This is an optimization exercise on Yosys and OpenROAD, whose aim is small area and a short achievable clock period, not a production implementation. Only the layout flow was run in this run; the RTL was not checked for function there. Power is estimated from default activity; no workload was simulated.

==> design.v <==
module mac_unit #(
    parameter AW = 16,
    parameter BW = 16,
    parameter ACCW = 40,
    parameter SIGNED = 0
)(
    input  wire clk,
    input  wire rst_n,
    input  wire en,
    input  wire valid_in,
    input  wire [AW-1:0] a,
    input  wire [BW-1:0] b,
    output reg  valid_out,
    output reg  [ACCW-1:0] acc_out
);
  reg [64:0] pr;
  reg valid_reg;
  wire one1;
  wire two2;
  wire neg3;
  wire q4;
  wire q5;
  wire q6;
  wire q7;
  wire q8;
  wire q9;
  wire q10;
  wire q11;
  wire q12;
  wire q13;
  wire q14;
  wire q15;
  wire q16;
  wire q17;
  wire q18;
  wire q19;
  wire q20;
  wire nn21;
  wire one22;
  wire two23;
  wire neg24;
  wire q25;
  wire q26;
  wire q27;
  wire q28;
  wire q29;
  wire q30;
  wire q31;
  wire q32;
  wire q33;
  wire q34;
  wire q35;
  wire q36;
  wire q37;
  wire q38;
  wire q39;
  wire q40;
  wire q41;
  wire nn42;
  wire one43;
  wire two44;
  wire neg45;
  wire q46;
  wire q47;
  wire q48;
  wire q49;
  wire q50;
  wire q51;
  wire q52;
  wire q53;
  wire q54;
  wire q55;
  wire q56;
  wire q57;
  wire q58;
  wire q59;
  wire q60;
  wire q61;
  wire q62;
  wire nn63;
  wire one64;
  wire two65;
  wire neg66;
  wire q67;
  wire q68;
  wire q69;
  wire q70;
  wire q71;
  wire q72;
  wire q73;
  wire q74;
  wire q75;
  wire q76;
  wire q77;
  wire q78;
  wire q79;
  wire q80;
  wire q81;
  wire q82;
  wire q83;
  wire nn84;
  wire one85;
  wire two86;
  wire neg87;
  wire q88;
  wire q89;
  wire q90;
  wire q91;
  wire q92;
  wire q93;
  wire q94;
  wire q95;
  wire q96;
  wire q97;
  wire q98;
  wire q99;
  wire q100;
  wire q101;
  wire q102;
  wire q103;
  wire q104;
  wire nn105;
  wire one106;
  wire two107;
  wire neg108;
  wire q109;
  wire q110;
  wire q111;
  wire q112;
  wire q113;
  wire q114;
  wire q115;
  wire q116;
  wire q117;
  wire q118;
  wire q119;
  wire q120;
  wire q121;
  wire q122;
  wire q123;
  wire q124;
  wire q125;
  wire nn126;
  wire one127;
  wire two128;
  wire neg129;
  wire q130;
  wire q131;
  wire q132;
  wire q133;
  wire q134;
  wire q135;
  wire q136;
  wire q137;
  wire q138;
  wire q139;
  wire q140;
  wire q141;
  wire q142;
  wire q143;
  wire q144;
  wire q145;
  wire q146;
  wire nn147;
  wire one148;
  wire two149;
  wire neg150;
  wire q151;
  wire q152;
  wire q153;
  wire q154;
  wire q155;
  wire q156;
  wire q157;
  wire q158;
  wire q159;
  wire q160;
  wire q161;
  wire q162;
  wire q163;
  wire q164;
  wire q165;
  wire q166;
  wire q167;
  wire nn168;
  wire one169;
  wire two170;
  wire neg171;
  wire q172;
  wire q173;
  wire q174;
  wire q175;
  wire q176;
  wire q177;
  wire q178;
  wire q179;
  wire q180;
  wire q181;
  wire q182;
  wire q183;
  wire q184;
  wire q185;
  wire q186;
  wire q187;
  wire q188;
  wire s189;
  wire c190;
  wire s191;
  wire c192;
  wire s193;
  wire c194;
  wire s195;
  wire c196;
  wire s197;
  wire c198;
  wire s199;
  wire c200;
  wire s201;
  wire c202;
  wire s203;
  wire c204;
  wire s205;
  wire c206;
  wire s207;
  wire c208;
  wire s209;
  wire c210;
  wire s211;
  wire c212;
  wire s213;
  wire c214;
  wire s215;
  wire c216;
  wire s217;
  wire c218;
  wire s219;
  wire c220;
  wire s221;
  wire c222;
  wire s223;
  wire c224;
  wire s225;
  wire c226;
  wire s227;
  wire c228;
  wire s229;
  wire c230;
  wire s231;
  wire c232;
  wire s233;
  wire c234;
  wire s235;
  wire c236;
  wire s237;
  wire c238;
  wire s239;
  wire c240;
  wire s241;
  wire c242;
  wire s243;
  wire c244;
  wire s245;
  wire c246;
  wire s247;
  wire c248;
  wire s249;
  wire c250;
  wire s251;
  wire c252;
  wire s253;
  wire c254;
  wire s255;
  wire c256;
  wire s257;
  wire c258;
  wire s259;
  wire c260;
  wire s261;
  wire c262;
  wire s263;
  wire c264;
  wire s265;
  wire c266;
  wire s267;
  wire c268;
  wire s269;
  wire c270;
  wire s271;
  wire c272;
  wire s273;
  wire c274;
  wire s275;
  wire c276;
  wire s277;
  wire c278;
  wire s279;
  wire c280;
  wire s281;
  wire c282;
  wire s283;
  wire c284;
  wire s285;
  wire c286;
  wire s287;
  wire c288;
  wire s289;
  wire c290;
  wire s291;
  wire c292;
  wire s293;
  wire c294;
  wire s295;
  wire c296;
  wire s297;
  wire c298;
  wire s299;
  wire c300;
  wire s301;
  wire c302;
  wire s303;
  wire c304;
  wire s305;
  wire c306;
  wire s307;
  wire c308;
  wire s309;
  wire c310;
  wire s311;
  wire c312;
  wire s313;
  wire c314;
  wire s315;
  wire c316;
  wire s317;
  wire c318;
  wire s319;
  wire c320;
  wire s321;
  wire c322;
  wire s323;
  wire c324;
  wire s325;
  wire c326;
  wire s327;
  wire c328;
  wire s329;
  wire c330;
  wire s331;
  wire c332;
  wire s333;
  wire c334;
  wire s335;
  wire c336;
  wire s337;
  wire c338;
  wire s339;
  wire c340;
  wire s341;
  wire c342;
  wire s343;
  wire c344;
  wire s345;
  wire c346;
  wire s347;
  wire c348;
  wire s349;
  wire c350;
  wire s351;
  wire c352;
  wire s353;
  wire c354;
  wire s355;
  wire c356;
  wire s357;
  wire c358;
  wire s359;
  wire c360;
  wire s361;
  wire c362;
  wire s363;
  wire c364;
  wire s365;
  wire c366;
  wire s367;
  wire c368;
  wire s369;
  wire c370;
  wire s371;
  wire c372;
  wire s373;
  wire c374;
  wire s375;
  wire c376;
  wire s377;
  wire c378;
  wire s379;
  wire c380;
  wire s381;
  wire c382;
  wire s383;
  wire c384;
  wire s385;
  wire c386;
  wire s387;
  wire c388;
  wire s389;
  wire c390;
  wire s391;
  wire c392;
  wire s393;
  wire c394;
  wire s395;
  wire c396;
  wire s397;
  wire c398;
  wire s399;
  wire c400;
  wire s401;
  wire c402;
  wire s403;
  wire c404;
  wire s405;
  wire c406;
  wire s407;
  wire c408;
  wire s409;
  wire c410;
  wire s411;
  wire c412;
  wire s413;
  wire c414;
  wire s415;
  wire c416;
  wire s417;
  wire c418;
  wire s419;
  wire c420;
  wire s421;
  wire c422;
  wire s423;
  wire c424;
  wire s425;
  wire c426;
  wire s427;
  wire c428;
  wire s429;
  wire c430;
  wire s431;
  wire c432;
  wire s433;
  wire c434;
  wire s435;
  wire c436;
  wire s437;
  wire c438;
  wire s439;
  wire c440;
  wire s441;
  wire c442;
  wire s443;
  wire c444;
  wire s445;
  wire c446;
  wire s447;
  wire c448;
  wire s449;
  wire c450;
  wire s451;
  wire c452;
  wire s453;
  wire c454;
  wire s455;
  wire c456;
  wire s457;
  wire c458;
  wire s459;
  wire c460;
  wire s461;
  wire c462;
  wire s463;
  wire c464;
  wire s465;
  wire c466;
  wire s467;
  wire c468;
  wire s469;
  wire c470;
  wire s471;
  wire c472;
  wire s473;
  wire c474;
  wire s475;
  wire c476;
  wire s477;
  wire c478;
  wire s479;
  wire c480;
  wire s481;
  wire c482;
  wire s483;
  wire c484;
  wire s485;
  wire c486;
  wire s487;
  wire c488;
  wire s489;
  wire c490;
  wire s491;
  wire c492;
  wire s493;
  wire c494;
  wire s495;
  wire c496;
  wire s497;
  wire c498;
  wire s499;
  wire c500;
  wire s501;
  wire c502;
  wire s503;
  wire c504;
  wire s505;
  wire c506;
  wire s507;
  wire c508;
  wire s509;
  wire c510;
  wire s511;
  wire c512;
  wire s513;
  wire c514;
  wire s515;
  wire c516;
  wire s517;
  wire c518;
  wire s519;
  wire c520;
  wire s521;
  wire c522;
  wire s523;
  wire c524;
  wire s525;
  wire c526;
  wire s527;
  wire c528;
  wire s529;
  wire c530;
  wire s531;
  wire c532;
  wire s533;
  wire c534;
  wire s535;
  wire c536;
  wire s537;
  wire c538;
  wire [17:0] bx = {2'b00, b};
  wire [16:0] ax = {1'b0, a};
  assign one1 = bx[0] ^ 1'b0;
  assign two2 = (bx[1] & ~bx[0] & ~1'b0) | (~bx[1] & bx[0] & 1'b0);
  assign neg3 = bx[1];
  assign q4 = ((one1 & ax[0]) | (two2 & 1'b0)) ^ neg3;
  assign q5 = ((one1 & ax[1]) | (two2 & ax[0])) ^ neg3;
  assign q6 = ((one1 & ax[2]) | (two2 & ax[1])) ^ neg3;
  assign q7 = ((one1 & ax[3]) | (two2 & ax[2])) ^ neg3;
  assign q8 = ((one1 & ax[4]) | (two2 & ax[3])) ^ neg3;
  assign q9 = ((one1 & ax[5]) | (two2 & ax[4])) ^ neg3;
  assign q10 = ((one1 & ax[6]) | (two2 & ax[5])) ^ neg3;
  assign q11 = ((one1 & ax[7]) | (two2 & ax[6])) ^ neg3;
  assign q12 = ((one1 & ax[8]) | (two2 & ax[7])) ^ neg3;
  assign q13 = ((one1 & ax[9]) | (two2 & ax[8])) ^ neg3;
  assign q14 = ((one1 & ax[10]) | (two2 & ax[9])) ^ neg3;
  assign q15 = ((one1 & ax[11]) | (two2 & ax[10])) ^ neg3;
  assign q16 = ((one1 & ax[12]) | (two2 & ax[11])) ^ neg3;
  assign q17 = ((one1 & ax[13]) | (two2 & ax[12])) ^ neg3;
  assign q18 = ((one1 & ax[14]) | (two2 & ax[13])) ^ neg3;
  assign q19 = ((one1 & ax[15]) | (two2 & ax[14])) ^ neg3;
  assign q20 = ((one1 & ax[16]) | (two2 & ax[15])) ^ neg3;
  assign nn21 = ~neg3;
  assign one22 = bx[2] ^ bx[1];
  assign two23 = (bx[3] & ~bx[2] & ~bx[1]) | (~bx[3] & bx[2] & bx[1]);
  assign neg24 = bx[3];
  assign q25 = ((one22 & ax[0]) | (two23 & 1'b0)) ^ neg24;
  assign q26 = ((one22 & ax[1]) | (two23 & ax[0])) ^ neg24;
  assign q27 = ((one22 & ax[2]) | (two23 & ax[1])) ^ neg24;
  assign q28 = ((one22 & ax[3]) | (two23 & ax[2])) ^ neg24;
  assign q29 = ((one22 & ax[4]) | (two23 & ax[3])) ^ neg24;
  assign q30 = ((one22 & ax[5]) | (two23 & ax[4])) ^ neg24;
  assign q31 = ((one22 & ax[6]) | (two23 & ax[5])) ^ neg24;
  assign q32 = ((one22 & ax[7]) | (two23 & ax[6])) ^ neg24;
  assign q33 = ((one22 & ax[8]) | (two23 & ax[7])) ^ neg24;
  assign q34 = ((one22 & ax[9]) | (two23 & ax[8])) ^ neg24;
  assign q35 = ((one22 & ax[10]) | (two23 & ax[9])) ^ neg24;
  assign q36 = ((one22 & ax[11]) | (two23 & ax[10])) ^ neg24;
  assign q37 = ((one22 & ax[12]) | (two23 & ax[11])) ^ neg24;
  assign q38 = ((one22 & ax[13]) | (two23 & ax[12])) ^ neg24;
  assign q39 = ((one22 & ax[14]) | (two23 & ax[13])) ^ neg24;
  assign q40 = ((one22 & ax[15]) | (two23 & ax[14])) ^ neg24;
  assign q41 = ((one22 & ax[16]) | (two23 & ax[15])) ^ neg24;
  assign nn42 = ~neg24;
  assign one43 = bx[4] ^ bx[3];
  assign two44 = (bx[5] & ~bx[4] & ~bx[3]) | (~bx[5] & bx[4] & bx[3]);
  assign neg45 = bx[5];
  assign q46 = ((one43 & ax[0]) | (two44 & 1'b0)) ^ neg45;
  assign q47 = ((one43 & ax[1]) | (two44 & ax[0])) ^ neg45;
  assign q48 = ((one43 & ax[2]) | (two44 & ax[1])) ^ neg45;
  assign q49 = ((one43 & ax[3]) | (two44 & ax[2])) ^ neg45;
  assign q50 = ((one43 & ax[4]) | (two44 & ax[3])) ^ neg45;
  assign q51 = ((one43 & ax[5]) | (two44 & ax[4])) ^ neg45;
  assign q52 = ((one43 & ax[6]) | (two44 & ax[5])) ^ neg45;
  assign q53 = ((one43 & ax[7]) | (two44 & ax[6])) ^ neg45;
  assign q54 = ((one43 & ax[8]) | (two44 & ax[7])) ^ neg45;
  assign q55 = ((one43 & ax[9]) | (two44 & ax[8])) ^ neg45;
  assign q56 = ((one43 & ax[10]) | (two44 & ax[9])) ^ neg45;
  assign q57 = ((one43 & ax[11]) | (two44 & ax[10])) ^ neg45;
  assign q58 = ((one43 & ax[12]) | (two44 & ax[11])) ^ neg45;
  assign q59 = ((one43 & ax[13]) | (two44 & ax[12])) ^ neg45;
  assign q60 = ((one43 & ax[14]) | (two44 & ax[13])) ^ neg45;
  assign q61 = ((one43 & ax[15]) | (two44 & ax[14])) ^ neg45;
  assign q62 = ((one43 & ax[16]) | (two44 & ax[15])) ^ neg45;
  assign nn63 = ~neg45;
  assign one64 = bx[6] ^ bx[5];
  assign two65 = (bx[7] & ~bx[6] & ~bx[5]) | (~bx[7] & bx[6] & bx[5]);
  assign neg66 = bx[7];
  assign q67 = ((one64 & ax[0]) | (two65 & 1'b0)) ^ neg66;
  assign q68 = ((one64 & ax[1]) | (two65 & ax[0])) ^ neg66;
  assign q69 = ((one64 & ax[2]) | (two65 & ax[1])) ^ neg66;
  assign q70 = ((one64 & ax[3]) | (two65 & ax[2])) ^ neg66;
  assign q71 = ((one64 & ax[4]) | (two65 & ax[3])) ^ neg66;
  assign q72 = ((one64 & ax[5]) | (two65 & ax[4])) ^ neg66;
  assign q73 = ((one64 & ax[6]) | (two65 & ax[5])) ^ neg66;
  assign q74 = ((one64 & ax[7]) | (two65 & ax[6])) ^ neg66;
  assign q75 = ((one64 & ax[8]) | (two65 & ax[7])) ^ neg66;
  assign q76 = ((one64 & ax[9]) | (two65 & ax[8])) ^ neg66;
  assign q77 = ((one64 & ax[10]) | (two65 & ax[9])) ^ neg66;
  assign q78 = ((one64 & ax[11]) | (two65 & ax[10])) ^ neg66;
  assign q79 = ((one64 & ax[12]) | (two65 & ax[11])) ^ neg66;
  assign q80 = ((one64 & ax[13]) | (two65 & ax[12])) ^ neg66;
  assign q81 = ((one64 & ax[14]) | (two65 & ax[13])) ^ neg66;
  assign q82 = ((one64 & ax[15]) | (two65 & ax[14])) ^ neg66;
  assign q83 = ((one64 & ax[16]) | (two65 & ax[15])) ^ neg66;
  assign nn84 = ~neg66;
  assign one85 = bx[8] ^ bx[7];
  assign two86 = (bx[9] & ~bx[8] & ~bx[7]) | (~bx[9] & bx[8] & bx[7]);
  assign neg87 = bx[9];
  assign q88 = ((one85 & ax[0]) | (two86 & 1'b0)) ^ neg87;
  assign q89 = ((one85 & ax[1]) | (two86 & ax[0])) ^ neg87;
  assign q90 = ((one85 & ax[2]) | (two86 & ax[1])) ^ neg87;
  assign q91 = ((one85 & ax[3]) | (two86 & ax[2])) ^ neg87;
  assign q92 = ((one85 & ax[4]) | (two86 & ax[3])) ^ neg87;
  assign q93 = ((one85 & ax[5]) | (two86 & ax[4])) ^ neg87;
  assign q94 = ((one85 & ax[6]) | (two86 & ax[5])) ^ neg87;
  assign q95 = ((one85 & ax[7]) | (two86 & ax[6])) ^ neg87;
  assign q96 = ((one85 & ax[8]) | (two86 & ax[7])) ^ neg87;
  assign q97 = ((one85 & ax[9]) | (two86 & ax[8])) ^ neg87;
  assign q98 = ((one85 & ax[10]) | (two86 & ax[9])) ^ neg87;
  assign q99 = ((one85 & ax[11]) | (two86 & ax[10])) ^ neg87;
  assign q100 = ((one85 & ax[12]) | (two86 & ax[11])) ^ neg87;
  assign q101 = ((one85 & ax[13]) | (two86 & ax[12])) ^ neg87;
  assign q102 = ((one85 & ax[14]) | (two86 & ax[13])) ^ neg87;
  assign q103 = ((one85 & ax[15]) | (two86 & ax[14])) ^ neg87;
  assign q104 = ((one85 & ax[16]) | (two86 & ax[15])) ^ neg87;
  assign nn105 = ~neg87;
  assign one106 = bx[10] ^ bx[9];
  assign two107 = (bx[11] & ~bx[10] & ~bx[9]) | (~bx[11] & bx[10] & bx[9]);
  assign neg108 = bx[11];
  assign q109 = ((one106 & ax[0]) | (two107 & 1'b0)) ^ neg108;
  assign q110 = ((one106 & ax[1]) | (two107 & ax[0])) ^ neg108;
  assign q111 = ((one106 & ax[2]) | (two107 & ax[1])) ^ neg108;
  assign q112 = ((one106 & ax[3]) | (two107 & ax[2])) ^ neg108;
  assign q113 = ((one106 & ax[4]) | (two107 & ax[3])) ^ neg108;
  assign q114 = ((one106 & ax[5]) | (two107 & ax[4])) ^ neg108;
  assign q115 = ((one106 & ax[6]) | (two107 & ax[5])) ^ neg108;
  assign q116 = ((one106 & ax[7]) | (two107 & ax[6])) ^ neg108;
  assign q117 = ((one106 & ax[8]) | (two107 & ax[7])) ^ neg108;
  assign q118 = ((one106 & ax[9]) | (two107 & ax[8])) ^ neg108;
  assign q119 = ((one106 & ax[10]) | (two107 & ax[9])) ^ neg108;
  assign q120 = ((one106 & ax[11]) | (two107 & ax[10])) ^ neg108;
  assign q121 = ((one106 & ax[12]) | (two107 & ax[11])) ^ neg108;
  assign q122 = ((one106 & ax[13]) | (two107 & ax[12])) ^ neg108;
  assign q123 = ((one106 & ax[14]) | (two107 & ax[13])) ^ neg108;
  assign q124 = ((one106 & ax[15]) | (two107 & ax[14])) ^ neg108;
  assign q125 = ((one106 & ax[16]) | (two107 & ax[15])) ^ neg108;
  assign nn126 = ~neg108;
  assign one127 = bx[12] ^ bx[11];
  assign two128 = (bx[13] & ~bx[12] & ~bx[11]) | (~bx[13] & bx[12] & bx[11]);
  assign neg129 = bx[13];
  assign q130 = ((one127 & ax[0]) | (two128 & 1'b0)) ^ neg129;
  assign q131 = ((one127 & ax[1]) | (two128 & ax[0])) ^ neg129;
  assign q132 = ((one127 & ax[2]) | (two128 & ax[1])) ^ neg129;
  assign q133 = ((one127 & ax[3]) | (two128 & ax[2])) ^ neg129;
  assign q134 = ((one127 & ax[4]) | (two128 & ax[3])) ^ neg129;
  assign q135 = ((one127 & ax[5]) | (two128 & ax[4])) ^ neg129;
  assign q136 = ((one127 & ax[6]) | (two128 & ax[5])) ^ neg129;
  assign q137 = ((one127 & ax[7]) | (two128 & ax[6])) ^ neg129;
  assign q138 = ((one127 & ax[8]) | (two128 & ax[7])) ^ neg129;
  assign q139 = ((one127 & ax[9]) | (two128 & ax[8])) ^ neg129;
  assign q140 = ((one127 & ax[10]) | (two128 & ax[9])) ^ neg129;
  assign q141 = ((one127 & ax[11]) | (two128 & ax[10])) ^ neg129;
  assign q142 = ((one127 & ax[12]) | (two128 & ax[11])) ^ neg129;
  assign q143 = ((one127 & ax[13]) | (two128 & ax[12])) ^ neg129;
  assign q144 = ((one127 & ax[14]) | (two128 & ax[13])) ^ neg129;
  assign q145 = ((one127 & ax[15]) | (two128 & ax[14])) ^ neg129;
  assign q146 = ((one127 & ax[16]) | (two128 & ax[15])) ^ neg129;
  assign nn147 = ~neg129;
  assign one148 = bx[14] ^ bx[13];
  assign two149 = (bx[15] & ~bx[14] & ~bx[13]) | (~bx[15] & bx[14] & bx[13]);
  assign neg150 = bx[15];
  assign q151 = ((one148 & ax[0]) | (two149 & 1'b0)) ^ neg150;
  assign q152 = ((one148 & ax[1]) | (two149 & ax[0])) ^ neg150;
  assign q153 = ((one148 & ax[2]) | (two149 & ax[1])) ^ neg150;
  assign q154 = ((one148 & ax[3]) | (two149 & ax[2])) ^ neg150;
  assign q155 = ((one148 & ax[4]) | (two149 & ax[3])) ^ neg150;
  assign q156 = ((one148 & ax[5]) | (two149 & ax[4])) ^ neg150;
  assign q157 = ((one148 & ax[6]) | (two149 & ax[5])) ^ neg150;
  assign q158 = ((one148 & ax[7]) | (two149 & ax[6])) ^ neg150;
  assign q159 = ((one148 & ax[8]) | (two149 & ax[7])) ^ neg150;
  assign q160 = ((one148 & ax[9]) | (two149 & ax[8])) ^ neg150;
  assign q161 = ((one148 & ax[10]) | (two149 & ax[9])) ^ neg150;
  assign q162 = ((one148 & ax[11]) | (two149 & ax[10])) ^ neg150;
  assign q163 = ((one148 & ax[12]) | (two149 & ax[11])) ^ neg150;
  assign q164 = ((one148 & ax[13]) | (two149 & ax[12])) ^ neg150;
  assign q165 = ((one148 & ax[14]) | (two149 & ax[13])) ^ neg150;
  assign q166 = ((one148 & ax[15]) | (two149 & ax[14])) ^ neg150;
  assign q167 = ((one148 & ax[16]) | (two149 & ax[15])) ^ neg150;
  assign nn168 = ~neg150;
  assign one169 = bx[16] ^ bx[15];
  assign two170 = (bx[17] & ~bx[16] & ~bx[15]) | (~bx[17] & bx[16] & bx[15]);
  assign neg171 = 1'b0;
  assign q172 = (one169 & ax[0]) | (two170 & 1'b0);
  assign q173 = (one169 & ax[1]) | (two170 & ax[0]);
  assign q174 = (one169 & ax[2]) | (two170 & ax[1]);
  assign q175 = (one169 & ax[3]) | (two170 & ax[2]);
  assign q176 = (one169 & ax[4]) | (two170 & ax[3]);
  assign q177 = (one169 & ax[5]) | (two170 & ax[4]);
  assign q178 = (one169 & ax[6]) | (two170 & ax[5]);
  assign q179 = (one169 & ax[7]) | (two170 & ax[6]);
  assign q180 = (one169 & ax[8]) | (two170 & ax[7]);
  assign q181 = (one169 & ax[9]) | (two170 & ax[8]);
  assign q182 = (one169 & ax[10]) | (two170 & ax[9]);
  assign q183 = (one169 & ax[11]) | (two170 & ax[10]);
  assign q184 = (one169 & ax[12]) | (two170 & ax[11]);
  assign q185 = (one169 & ax[13]) | (two170 & ax[12]);
  assign q186 = (one169 & ax[14]) | (two170 & ax[13]);
  assign q187 = (one169 & ax[15]) | (two170 & ax[14]);
  assign q188 = (one169 & ax[16]) | (two170 & ax[15]);
  mac_ha ha1 (.a(1'b1), .b(nn21), .s(s189), .co(c190));
  mac_ha ha2 (.a(1'b1), .b(q117), .s(s191), .co(c192));
  mac_ha ha3 (.a(neg108), .b(q109), .s(s193), .co(c194));
  mac_ha ha4 (.a(q110), .b(q15), .s(s195), .co(c196));
  mac_fa fa1 (.a(neg129), .b(q111), .ci(q130), .s(s197), .co(c198));
  mac_ha ha5 (.a(q16), .b(q35), .s(s199), .co(c200));
  mac_fa fa2 (.a(q112), .b(q131), .ci(q17), .s(s201), .co(c202));
  mac_ha ha6 (.a(q36), .b(q55), .s(s203), .co(c204));
  mac_fa fa3 (.a(neg150), .b(q113), .ci(q132), .s(s205), .co(c206));
  mac_fa fa4 (.a(q151), .b(q18), .ci(q37), .s(s207), .co(c208));
  mac_ha ha7 (.a(q56), .b(q75), .s(s209), .co(c210));
  mac_fa fa5 (.a(q114), .b(q133), .ci(q152), .s(s211), .co(c212));
  mac_fa fa6 (.a(q19), .b(q38), .ci(q57), .s(s213), .co(c214));
  mac_ha ha8 (.a(q76), .b(q95), .s(s215), .co(c216));
  mac_fa fa7 (.a(q115), .b(q134), .ci(q153), .s(s217), .co(c218));
  mac_fa fa8 (.a(q172), .b(q20), .ci(q39), .s(s219), .co(c220));
  mac_fa fa9 (.a(q58), .b(q77), .ci(q96), .s(s221), .co(c222));
  mac_fa fa10 (.a(q116), .b(q135), .ci(q154), .s(s223), .co(c224));
  mac_fa fa11 (.a(q173), .b(q40), .ci(q59), .s(s225), .co(c226));
  mac_fa fa12 (.a(q78), .b(q97), .ci(s189), .s(s227), .co(c228));
  mac_fa fa13 (.a(c190), .b(q136), .ci(q155), .s(s229), .co(c230));
  mac_fa fa14 (.a(q174), .b(q41), .ci(q60), .s(s231), .co(c232));
  mac_fa fa15 (.a(q79), .b(q98), .ci(s191), .s(s233), .co(c234));
  mac_fa fa16 (.a(nn42), .b(q118), .ci(q137), .s(s235), .co(c236));
  mac_fa fa17 (.a(q156), .b(q175), .ci(q61), .s(s237), .co(c238));
  mac_fa fa18 (.a(q80), .b(q99), .ci(c192), .s(s239), .co(c240));
  mac_fa fa19 (.a(1'b1), .b(q100), .ci(q119), .s(s241), .co(c242));
  mac_fa fa20 (.a(q138), .b(q157), .ci(q176), .s(s243), .co(c244));
  mac_ha ha9 (.a(q62), .b(q81), .s(s245), .co(c246));
  mac_fa fa21 (.a(nn63), .b(q101), .ci(q120), .s(s247), .co(c248));
  mac_fa fa22 (.a(q139), .b(q158), .ci(q177), .s(s249), .co(c250));
  mac_fa fa23 (.a(1'b1), .b(q102), .ci(q121), .s(s251), .co(c252));
  mac_ha ha10 (.a(q140), .b(q159), .s(s253), .co(c254));
  mac_fa fa24 (.a(nn84), .b(q103), .ci(q122), .s(s255), .co(c256));
  mac_ha ha11 (.a(1'b1), .b(q104), .s(s257), .co(c258));
  mac_ha ha12 (.a(neg66), .b(q10), .s(s259), .co(c260));
  mac_ha ha13 (.a(q11), .b(q30), .s(s261), .co(c262));
  mac_fa fa25 (.a(neg87), .b(q12), .ci(q31), .s(s263), .co(c264));
  mac_ha ha14 (.a(q50), .b(q69), .s(s265), .co(c266));
  mac_fa fa26 (.a(q13), .b(q32), .ci(q51), .s(s267), .co(c268));
  mac_ha ha15 (.a(q70), .b(q89), .s(s269), .co(c270));
  mac_fa fa27 (.a(q14), .b(q33), .ci(q52), .s(s271), .co(c272));
  mac_fa fa28 (.a(q71), .b(q90), .ci(s193), .s(s273), .co(c274));
  mac_fa fa29 (.a(q34), .b(q53), .ci(q72), .s(s275), .co(c276));
  mac_fa fa30 (.a(q91), .b(c194), .ci(s195), .s(s277), .co(c278));
  mac_fa fa31 (.a(q54), .b(q73), .ci(q92), .s(s279), .co(c280));
  mac_fa fa32 (.a(c196), .b(s199), .ci(s197), .s(s281), .co(c282));
  mac_fa fa33 (.a(q74), .b(q93), .ci(c200), .s(s283), .co(c284));
  mac_fa fa34 (.a(s203), .b(c198), .ci(s201), .s(s285), .co(c286));
  mac_fa fa35 (.a(q94), .b(c204), .ci(s209), .s(s287), .co(c288));
  mac_fa fa36 (.a(c202), .b(s205), .ci(s207), .s(s289), .co(c290));
  mac_fa fa37 (.a(c210), .b(s215), .ci(c206), .s(s291), .co(c292));
  mac_fa fa38 (.a(c208), .b(s211), .ci(s213), .s(s293), .co(c294));
  mac_fa fa39 (.a(c216), .b(c212), .ci(c214), .s(s295), .co(c296));
  mac_fa fa40 (.a(s217), .b(s219), .ci(s221), .s(s297), .co(c298));
  mac_fa fa41 (.a(c218), .b(c220), .ci(c222), .s(s299), .co(c300));
  mac_fa fa42 (.a(s223), .b(s225), .ci(s227), .s(s301), .co(c302));
  mac_fa fa43 (.a(c224), .b(c226), .ci(c228), .s(s303), .co(c304));
  mac_fa fa44 (.a(s229), .b(s231), .ci(s233), .s(s305), .co(c306));
  mac_fa fa45 (.a(c230), .b(c232), .ci(s235), .s(s307), .co(c308));
  mac_fa fa46 (.a(s237), .b(c234), .ci(s239), .s(s309), .co(c310));
  mac_fa fa47 (.a(s245), .b(c236), .ci(c238), .s(s311), .co(c312));
  mac_fa fa48 (.a(s241), .b(s243), .ci(c240), .s(s313), .co(c314));
  mac_fa fa49 (.a(q82), .b(c246), .ci(c242), .s(s315), .co(c316));
  mac_fa fa50 (.a(c244), .b(s247), .ci(s249), .s(s317), .co(c318));
  mac_fa fa51 (.a(q178), .b(q83), .ci(s253), .s(s319), .co(c320));
  mac_fa fa52 (.a(c248), .b(c250), .ci(s251), .s(s321), .co(c322));
  mac_fa fa53 (.a(q141), .b(q160), .ci(q179), .s(s323), .co(c324));
  mac_fa fa54 (.a(c254), .b(c252), .ci(s255), .s(s325), .co(c326));
  mac_fa fa55 (.a(q123), .b(q142), .ci(q161), .s(s327), .co(c328));
  mac_fa fa56 (.a(q180), .b(s257), .ci(c256), .s(s329), .co(c330));
  mac_fa fa57 (.a(nn105), .b(q124), .ci(q143), .s(s331), .co(c332));
  mac_fa fa58 (.a(q162), .b(q181), .ci(c258), .s(s333), .co(c334));
  mac_fa fa59 (.a(1'b1), .b(q125), .ci(q144), .s(s335), .co(c336));
  mac_ha ha16 (.a(q163), .b(q182), .s(s337), .co(c338));
  mac_fa fa60 (.a(nn126), .b(q145), .ci(q164), .s(s339), .co(c340));
  mac_ha ha17 (.a(1'b1), .b(q146), .s(s341), .co(c342));
  mac_ha ha18 (.a(neg45), .b(q27), .s(s343), .co(c344));
  mac_ha ha19 (.a(q28), .b(q47), .s(s345), .co(c346));
  mac_fa fa61 (.a(q29), .b(q48), .ci(q67), .s(s347), .co(c348));
  mac_fa fa62 (.a(q49), .b(q68), .ci(c260), .s(s349), .co(c350));
  mac_fa fa63 (.a(q88), .b(c262), .ci(s265), .s(s351), .co(c352));
  mac_fa fa64 (.a(c266), .b(s269), .ci(c264), .s(s353), .co(c354));
  mac_fa fa65 (.a(c270), .b(c268), .ci(s271), .s(s355), .co(c356));
  mac_fa fa66 (.a(c272), .b(s275), .ci(c274), .s(s357), .co(c358));
  mac_fa fa67 (.a(c276), .b(s279), .ci(c278), .s(s359), .co(c360));
  mac_fa fa68 (.a(c280), .b(s283), .ci(c282), .s(s361), .co(c362));
  mac_fa fa69 (.a(c284), .b(s287), .ci(c286), .s(s363), .co(c364));
  mac_fa fa70 (.a(c288), .b(c290), .ci(s291), .s(s365), .co(c366));
  mac_fa fa71 (.a(c292), .b(c294), .ci(s295), .s(s367), .co(c368));
  mac_fa fa72 (.a(c296), .b(c298), .ci(s299), .s(s369), .co(c370));
  mac_fa fa73 (.a(c300), .b(c302), .ci(s303), .s(s371), .co(c372));
  mac_fa fa74 (.a(c304), .b(s307), .ci(s309), .s(s373), .co(c374));
  mac_fa fa75 (.a(c308), .b(s311), .ci(c310), .s(s375), .co(c376));
  mac_fa fa76 (.a(c312), .b(s315), .ci(s317), .s(s377), .co(c378));
  mac_fa fa77 (.a(s319), .b(c316), .ci(c318), .s(s379), .co(c380));
  mac_fa fa78 (.a(s323), .b(c320), .ci(c322), .s(s381), .co(c382));
  mac_fa fa79 (.a(c324), .b(s327), .ci(c326), .s(s383), .co(c384));
  mac_fa fa80 (.a(c328), .b(s331), .ci(s333), .s(s385), .co(c386));
  mac_fa fa81 (.a(s337), .b(c332), .ci(s335), .s(s387), .co(c388));
  mac_fa fa82 (.a(q183), .b(c338), .ci(c336), .s(s389), .co(c390));
  mac_fa fa83 (.a(q165), .b(q184), .ci(s341), .s(s391), .co(c392));
  mac_fa fa84 (.a(nn147), .b(q166), .ci(q185), .s(s393), .co(c394));
  mac_ha ha20 (.a(1'b1), .b(q167), .s(s395), .co(c396));
  mac_ha ha21 (.a(neg24), .b(q25), .s(s397), .co(c398));
  mac_ha ha22 (.a(q26), .b(q7), .s(s399), .co(c400));
  mac_fa fa85 (.a(q46), .b(q8), .ci(s343), .s(s401), .co(c402));
  mac_fa fa86 (.a(q9), .b(c344), .ci(s345), .s(s403), .co(c404));
  mac_fa fa87 (.a(c346), .b(s259), .ci(s347), .s(s405), .co(c406));
  mac_fa fa88 (.a(s261), .b(c348), .ci(s349), .s(s407), .co(c408));
  mac_fa fa89 (.a(s263), .b(c350), .ci(s351), .s(s409), .co(c410));
  mac_fa fa90 (.a(s267), .b(c352), .ci(s353), .s(s411), .co(c412));
  mac_fa fa91 (.a(s273), .b(c354), .ci(s355), .s(s413), .co(c414));
  mac_fa fa92 (.a(s277), .b(c356), .ci(s357), .s(s415), .co(c416));
  mac_fa fa93 (.a(s281), .b(c358), .ci(s359), .s(s417), .co(c418));
  mac_fa fa94 (.a(s285), .b(c360), .ci(s361), .s(s419), .co(c420));
  mac_fa fa95 (.a(s289), .b(c362), .ci(s363), .s(s421), .co(c422));
  mac_fa fa96 (.a(s293), .b(c364), .ci(s365), .s(s423), .co(c424));
  mac_fa fa97 (.a(s297), .b(c366), .ci(s367), .s(s425), .co(c426));
  mac_fa fa98 (.a(s301), .b(c368), .ci(s369), .s(s427), .co(c428));
  mac_fa fa99 (.a(s305), .b(c370), .ci(s371), .s(s429), .co(c430));
  mac_fa fa100 (.a(c306), .b(c372), .ci(s373), .s(s431), .co(c432));
  mac_fa fa101 (.a(s313), .b(c374), .ci(s375), .s(s433), .co(c434));
  mac_fa fa102 (.a(c314), .b(s377), .ci(c376), .s(s435), .co(c436));
  mac_fa fa103 (.a(s321), .b(c378), .ci(s379), .s(s437), .co(c438));
  mac_fa fa104 (.a(s325), .b(c380), .ci(s381), .s(s439), .co(c440));
  mac_fa fa105 (.a(s329), .b(c382), .ci(s383), .s(s441), .co(c442));
  mac_fa fa106 (.a(c330), .b(s385), .ci(c384), .s(s443), .co(c444));
  mac_fa fa107 (.a(c334), .b(s387), .ci(c386), .s(s445), .co(c446));
  mac_fa fa108 (.a(s339), .b(c388), .ci(s389), .s(s447), .co(c448));
  mac_fa fa109 (.a(c340), .b(s391), .ci(c390), .s(s449), .co(c450));
  mac_fa fa110 (.a(c342), .b(s393), .ci(c392), .s(s451), .co(c452));
  mac_fa fa111 (.a(q186), .b(s395), .ci(c394), .s(s453), .co(c454));
  mac_fa fa112 (.a(nn168), .b(q187), .ci(c396), .s(s455), .co(c456));
  mac_ha ha23 (.a(1'b1), .b(acc_out[32]), .s(s457), .co(c458));
  mac_ha ha24 (.a(acc_out[0]), .b(pr[0]), .s(s459), .co(c460));
  mac_ha ha25 (.a(acc_out[1]), .b(pr[2]), .s(s461), .co(c462));
  mac_fa fa113 (.a(acc_out[2]), .b(pr[3]), .ci(pr[4]), .s(s463), .co(c464));
  mac_fa fa114 (.a(acc_out[3]), .b(pr[5]), .ci(pr[6]), .s(s465), .co(c466));
  mac_fa fa115 (.a(acc_out[4]), .b(pr[7]), .ci(pr[8]), .s(s467), .co(c468));
  mac_fa fa116 (.a(acc_out[5]), .b(pr[10]), .ci(pr[9]), .s(s469), .co(c470));
  mac_fa fa117 (.a(acc_out[6]), .b(pr[11]), .ci(pr[12]), .s(s471), .co(c472));
  mac_fa fa118 (.a(acc_out[7]), .b(pr[13]), .ci(pr[14]), .s(s473), .co(c474));
  mac_fa fa119 (.a(acc_out[8]), .b(pr[15]), .ci(pr[16]), .s(s475), .co(c476));
  mac_fa fa120 (.a(acc_out[9]), .b(pr[17]), .ci(pr[18]), .s(s477), .co(c478));
  mac_fa fa121 (.a(acc_out[10]), .b(pr[19]), .ci(pr[20]), .s(s479), .co(c480));
  mac_fa fa122 (.a(acc_out[11]), .b(pr[21]), .ci(pr[22]), .s(s481), .co(c482));
  mac_fa fa123 (.a(acc_out[12]), .b(pr[23]), .ci(pr[24]), .s(s483), .co(c484));
  mac_fa fa124 (.a(acc_out[13]), .b(pr[25]), .ci(pr[26]), .s(s485), .co(c486));
  mac_fa fa125 (.a(acc_out[14]), .b(pr[27]), .ci(pr[28]), .s(s487), .co(c488));
  mac_fa fa126 (.a(acc_out[15]), .b(pr[29]), .ci(pr[30]), .s(s489), .co(c490));
  mac_fa fa127 (.a(acc_out[16]), .b(pr[31]), .ci(pr[32]), .s(s491), .co(c492));
  mac_fa fa128 (.a(acc_out[17]), .b(pr[33]), .ci(pr[34]), .s(s493), .co(c494));
  mac_fa fa129 (.a(acc_out[18]), .b(pr[35]), .ci(pr[36]), .s(s495), .co(c496));
  mac_fa fa130 (.a(acc_out[19]), .b(pr[37]), .ci(pr[38]), .s(s497), .co(c498));
  mac_fa fa131 (.a(acc_out[20]), .b(pr[39]), .ci(pr[40]), .s(s499), .co(c500));
  mac_fa fa132 (.a(acc_out[21]), .b(pr[41]), .ci(pr[42]), .s(s501), .co(c502));
  mac_fa fa133 (.a(acc_out[22]), .b(pr[43]), .ci(pr[44]), .s(s503), .co(c504));
  mac_fa fa134 (.a(acc_out[23]), .b(pr[45]), .ci(pr[46]), .s(s505), .co(c506));
  mac_fa fa135 (.a(acc_out[24]), .b(pr[47]), .ci(pr[48]), .s(s507), .co(c508));
  mac_fa fa136 (.a(acc_out[25]), .b(pr[49]), .ci(pr[50]), .s(s509), .co(c510));
  mac_fa fa137 (.a(acc_out[26]), .b(pr[51]), .ci(pr[52]), .s(s511), .co(c512));
  mac_fa fa138 (.a(acc_out[27]), .b(pr[53]), .ci(pr[54]), .s(s513), .co(c514));
  mac_fa fa139 (.a(acc_out[28]), .b(pr[55]), .ci(pr[56]), .s(s515), .co(c516));
  mac_fa fa140 (.a(acc_out[29]), .b(pr[57]), .ci(pr[58]), .s(s517), .co(c518));
  mac_fa fa141 (.a(acc_out[30]), .b(pr[59]), .ci(pr[60]), .s(s519), .co(c520));
  mac_fa fa142 (.a(acc_out[31]), .b(pr[61]), .ci(pr[62]), .s(s521), .co(c522));
  mac_fa fa143 (.a(pr[63]), .b(pr[64]), .ci(s457), .s(s523), .co(c524));
  mac_fa fa144 (.a(1'b1), .b(acc_out[33]), .ci(c458), .s(s525), .co(c526));
  mac_ha ha26 (.a(1'b1), .b(acc_out[34]), .s(s527), .co(c528));
  mac_ha ha27 (.a(1'b1), .b(acc_out[35]), .s(s529), .co(c530));
  mac_ha ha28 (.a(1'b1), .b(acc_out[36]), .s(s531), .co(c532));
  mac_ha ha29 (.a(1'b1), .b(acc_out[37]), .s(s533), .co(c534));
  mac_ha ha30 (.a(1'b1), .b(acc_out[38]), .s(s535), .co(c536));
  mac_ha ha31 (.a(1'b1), .b(acc_out[39]), .s(s537), .co(c538));
  wire [39:0] ra = {c536, c534, c532, c530, c528, s527, c524, c522, c520, c518, c516, c514, c512, c510, c508, c506, c504, c502, c500, c498, c496, c494, c492, c490, c488, c486, c484, c482, c480, c478, c476, c474, c472, c470, c468, c466, c464, c462, c460, pr[1]};
  wire [39:0] rb = {s537, s535, s533, s531, s529, c526, s525, s523, s521, s519, s517, s515, s513, s511, s509, s507, s505, s503, s501, s499, s497, s495, s493, s491, s489, s487, s485, s483, s481, s479, s477, s475, s473, s471, s469, s467, s465, s463, s461, s459};
  wire [39:0] sum = ra + rb;
  always @(posedge clk) begin
    pr <= {c456, q188, c454, s455, c452, s453, c450, s451, s449, c448, c446, s447, c444, s445, c442, s443, s441, c440, s439, c438, c436, s437, s435, c434, s433, c432, s431, c430, s429, c428, s427, c426, s425, c424, s423, c422, s421, c420, s419, c418, s417, c416, s415, c414, s413, c412, s411, c410, s409, c408, s407, c406, s405, c404, s403, c402, s401, c400, s399, c398, s397, q6, q5, q4, neg3};
    valid_reg <= valid_in & rst_n;
  end
  always @(posedge clk) begin
    if (!rst_n) begin
      acc_out <= 40'd0;
      valid_out <= 1'b0;
    end else begin
      valid_out <= valid_reg;
      if (en && valid_reg)
        acc_out <= sum;
    end
  end
endmodule
module mac_fa (input wire a, input wire b, input wire ci,
               output wire s, output wire co);
  assign s = a ^ b ^ ci;
  assign co = (a & b) | (a & ci) | (b & ci);
endmodule
module mac_ha (input wire a, input wire b, output wire s, output wire co);
  assign s = a ^ b;
  assign co = a & b;
endmodule
==> run.sh <==
#!/bin/bash
# synth_recipe.tcl (not shown) runs the flow's synth.tcl, then flattens the netlist and writes it again
# the make line also repeats each setting of config.mk as NAME=value (left out here)
make -C /OpenROAD-flow-scripts/flow DESIGN_CONFIG=/design/flow/config.mk WORK_HOME=/design/flow/orfs CLKGATE_MAP_FILE= SYNTH_SCRIPT=/design/flow/synth_recipe.tcl finish
==> config.mk <==
export PLATFORM = sky130hd
export DESIGN_NAME = mac_unit
export DESIGN_NICKNAME = mac_unit
export VERILOG_FILES = /design/flow/design.v
export SDC_FILE = /design/flow/constraint.sdc
export NUM_CORES = 4
export LEC_CHECK = 0
export CAP_MARGIN = 20
export CORE_MARGIN = 2
export CORE_UTILIZATION = 40
export SLEW_MARGIN = 20
export SYNTH_HIERARCHICAL = 1
export SYNTH_MINIMUM_KEEP_SIZE = 0
==> constraint.sdc <==
create_clock -name core_clock -period 7.0 [get_ports {clk}]
set_input_delay 1.4000 -clock core_clock [delete_from_list [all_inputs] [get_ports {clk}]]
set_output_delay 1.4000 -clock core_clock [all_outputs]
set_load 0.01 [all_outputs]
==> flow_metrics.py <==
metrics = {
    "worst_setup_path": {
        "r2r-end": "acc_out[26]",
        "r2r_cells": 11,
        "r2r_slack_ps": 3660,
        "crit-reg2reg-launch": "acc_out[10]",
        "worstPathArrival_ps": 5470,
        "crit_top_cell": "fa_1",
        "cp-start-kind": "input pin",
        "crit_slowest_cell": "fa_1",
        "critical_path.max_stage_delay_ps": 600,
        "critPathCaptureType": "flip-flop",
        "worstPathCellList": "clkdlybuf4s50_1, buf_4, clkinv_1, nor2_1, buf_4, a21oi_1, o22ai_1, a21oi_1, fa_1, fa_1, fa_1, fa_1",
        "worst-path-max-fanout": 34,
        "worstPathRequired_ps": 7240,
        "criticalPathCategory": "in2reg",
    },
    "floorplanning": {
        "die_h_um": 191,
        "die-width_um": 191,
        "core-area_um2": 34500,
        "fp.dieArea_um2": 36600,
        "row_count": 68,
        "ios": 77,
        "start_util": 0.406,
    },
    "yosys": {
        "synth_top_flop_cell": "dfxtp_1",
        "yosys_warnings": 7,
        "netlist_area_um2": 14000,
        "synth_area_per_cell_um2": 8.03,
        "synth-seq-area-share": 0.151,
        "ys_top_cells_by_area": "fa_1 21%, dfxtp_1 15%, a21oi_1 9.7%",
        "yosysTopAreaCellShare": 0.207,
        "synthArstFlopShare": 0,
        "synth_top_cell_by_area": "fa_1",
        "netlist-cell-type-count": 58,
        "synthCells": 1745,
        "ys_seq_elements": 106,
        "synth-edff-count": 0,
    },
    "global_route": {
        "grt_pass1_wl_um": 67200,
        "top_usage_layer": "met2",
        "met1_usage": 0.331,
        "grt_max_degree": 93,
        "grtUsageTotal": 0.232,
        "grt.met2_usage": 0.369,
        "antenna_found_initial": 1,
        "overflow": 0,
        "grt.met3_usage": 0.0288,
        "grt_pass1_vias": 12200,
    },
    "status": {
        "status": "complete, no violations",
    },
    "cells_and_area": {
        "fin_area_um2": 15400,
        "stdcell_count": 2173,
        "largest-register": "pr",
        "syn2layout_area_growth_pct": 9.60,
        "antenna_cells": 0,
        "drive_above_1_share": 0.0524,
        "largest_register_ffs": 64,
        "fillers": 3506,
        "layout.nets": 1964,
        "utilization": 0.445,
        "reg_top3": "pr (64), acc_out (40)",
    },
    "routing": {
        "vias_per_cell": 5.83,
        "wl_um": 41500,
        "firstDrtPassIters": 6,
        "drtIter0Drc": 1077,
        "postRouteAntennaNets": 0,
        "post_drt_wl_per_cell_um": 19.1,
        "vias": 12700,
        "drc": 0,
    },
    "pwr": {
        "leakage_nw": 5.79,
        "vdd_drop_max_uv": 193,
        "p_total_mw": 5.62,
        "power_density_nw_per_um2": 366,
    },
    "clock_network": {
        "ctsResizeCount": 0,
        "cts-root-buf": "clkbuf_16",
        "htreeDepth": 3,
        "clock_sinks": 106,
        "cts_made_buffers": 9,
        "cts_setup_buffers": 0,
        "holdBufCountCts": 0,
        "clkSlewWorstSetupHoldPaths_ps": 80,
        "cts_buffer_depth": 2,
        "cts_tree": "done",
        "insertion_delay_ps": 360,
    },
    "worst_hold_path": {
        "worstHoldPathType": "reg2reg",
        "holdPathStages": 2,
        "min_from": "acc_out[1]",
        "holdPathEnd": "acc_out[1]",
    },
    "placement": {
        "dpl-instance-area_um2": 15100,
        "place.gp.congestion": 0.875,
        "place_ws_ps": 1420,
        "io_buffers": 76,
        "dpl.cell_count": 2157,
        "hpwl_um": 30400,
    },
    "sta": {
        "relSlewSlack": 0.264,
        "timing.final.ws_setup_ps": 1770,
        "skew_ps": 14.3,
        "period_needed_ps": 5230,
        "min_period_over_period": 0.747,
        "final-hold-violation-count": 0,
        "max_freq_mhz": 191,
        "slew_violations": 0,
        "worst_pin_slew_ps": 1100,
        "rsz0062_at_grt": "false",
        "setup_viol": 0,
        "tns_ps": 0,
        "hold_slack_ps": 479,
    },
    "run": {
        "maxCapViolCount": 0,
    },
}
==> worst max path at each step <==
stage	startpoint	to	slack, ps	cells past startpoint
floorplan	b[10]	pr[38]	2280	12
global placement	b[6]	pr[38]	1460	12
detailed placement	b[6]	pr[38]	1420	12
CTS	b[6]	pr[38]	1810	12
global route	b[6]	pr[36]	1520	12
finish	b[6]	pr[38]	1770	12
==> power by group <==
group	switching, mW	total [mW]	internal [mW]
Combinational	2.31	4.05	1.75
Sequential	0.187	1.04	0.852
Clock	0.242	0.533	0.291
==> modules after synthesis, one instance, submodules excluded <==
module	cells inside	flops+latches	times used
mac_fa	1	0	144
mac_ha	1	0	31
mac_unit	1570	106	1
==> layout make-up <==
cell class	count	area, um2	share of cell area
clock buffer	10	239	0.0156
clock inverter	6	72.6	0.00472
inverter	25	93.8	0.00611
multi-input combinational	1441	11100	0.725
sequential	106	2120	0.138
tap	455	569	0.0371
timing repair buffer	130	1120	0.0730
==> critical path: cells and delay by family <==
kind,cells,cell delay (ps)
compound gates,3,340
fa+ha+maj,4,1980
buf+inv,4,1540
simple gates,1,210
==> metal layers <==
metal / wire, um / vias to the layer above
met4: 891 / 0
met2: 18600 / 379
li1: - / 6135
met3: 2480 / 50
met5: 0 / -
met1: 19500 / 6103
==> kinds of logic (layout without fill, tap and decap cells) <==
| family | count (synthesis) | count (layout) | synth area share |
|---|---|---|---|
| AOI/OAI and AO/OA | 606 | 606 | 0.262 |
| xor gates and xnor gates | 46 | 46 | 0.0287 |
| adders and majority gates | 320 | 320 | 0.345 |
| buffers and inverters | 213 | 171 | 0.0576 |
| DFF | 106 | 106 | 0.151 |
| muxes | 2 | 2 | 0.00143 |
| other | 2 | 17 | 0.000536 |
| and+or+nand+nor | 450 | 450 | 0.154 |
==> synth_stat cells (all sizes together) (12+ instances only) <==
| cell | count |
|---|---|
| nor3 | 20 |
| nor2 | 46 |
| nor2b | 107 |
| o31ai | 91 |
| maj3 | 105 |
| nand2 | 197 |
| ha | 70 |
| buf | 18 |
| nand3 | 29 |
| xnor2 | 27 |
| fa | 145 |
| clkbuf | 170 |
| and2 | 21 |
| a31oi | 12 |
| xor2 | 19 |
| inv | 17 |
| dfxtp | 106 |
| a21o | 30 |
| o21ai | 53 |
| o22ai | 105 |
| a21oi | 274 |
==> cells in the final DEF (no fill, tap or decap), drive strengths merged, types with 7 or more instances in the layout <==
master / instances
clkdlybuf4s50: 67
nor2b: 107
a221oi: 8
fa: 145
buf: 63
o22ai: 105
clkbuf: 10
ha: 70
nor2: 46
a21o: 30
xor2: 19
xnor2: 27
o211ai: 7
clkinv: 10
nor3: 20
nand2: 197
nand4: 8
o21ai: 53
a31oi: 12
and2: 21
dfxtp: 106
maj3: 105
inv: 19
o31ai: 91
a21oi: 274
conb: 17
nand3: 29

static timing again, ports no longer ideal:
The results above use ideal ports. As a check the final layout listed here was re-extracted and re-timed, cells and wires unchanged. Step 1, drivers: a clkbuf_16 drives clk and a buf_2 each remaining input, both assumed. Step 2 times the ports against the registers' clock, not the clock port: input delays grow and output delays shrink by t, the midpoint of the rising clock arrivals with the driver on. a / b / c = no drivers / after step 1 / after step 2; a / b = the first two.
t, ns: 0.408
setup WS [ns]: 1.770 / 1.799 / 1.391
worst setup path at the end: input to register
slew at the worst register clock pin (ns): 0.08 / 0.08
cell pins on the clock port's net: 1
After both steps setup and hold are still met in this run. For this run, drivers alone change the setup slack by +0.029 ns; drivers and shift together by -0.379 ns.
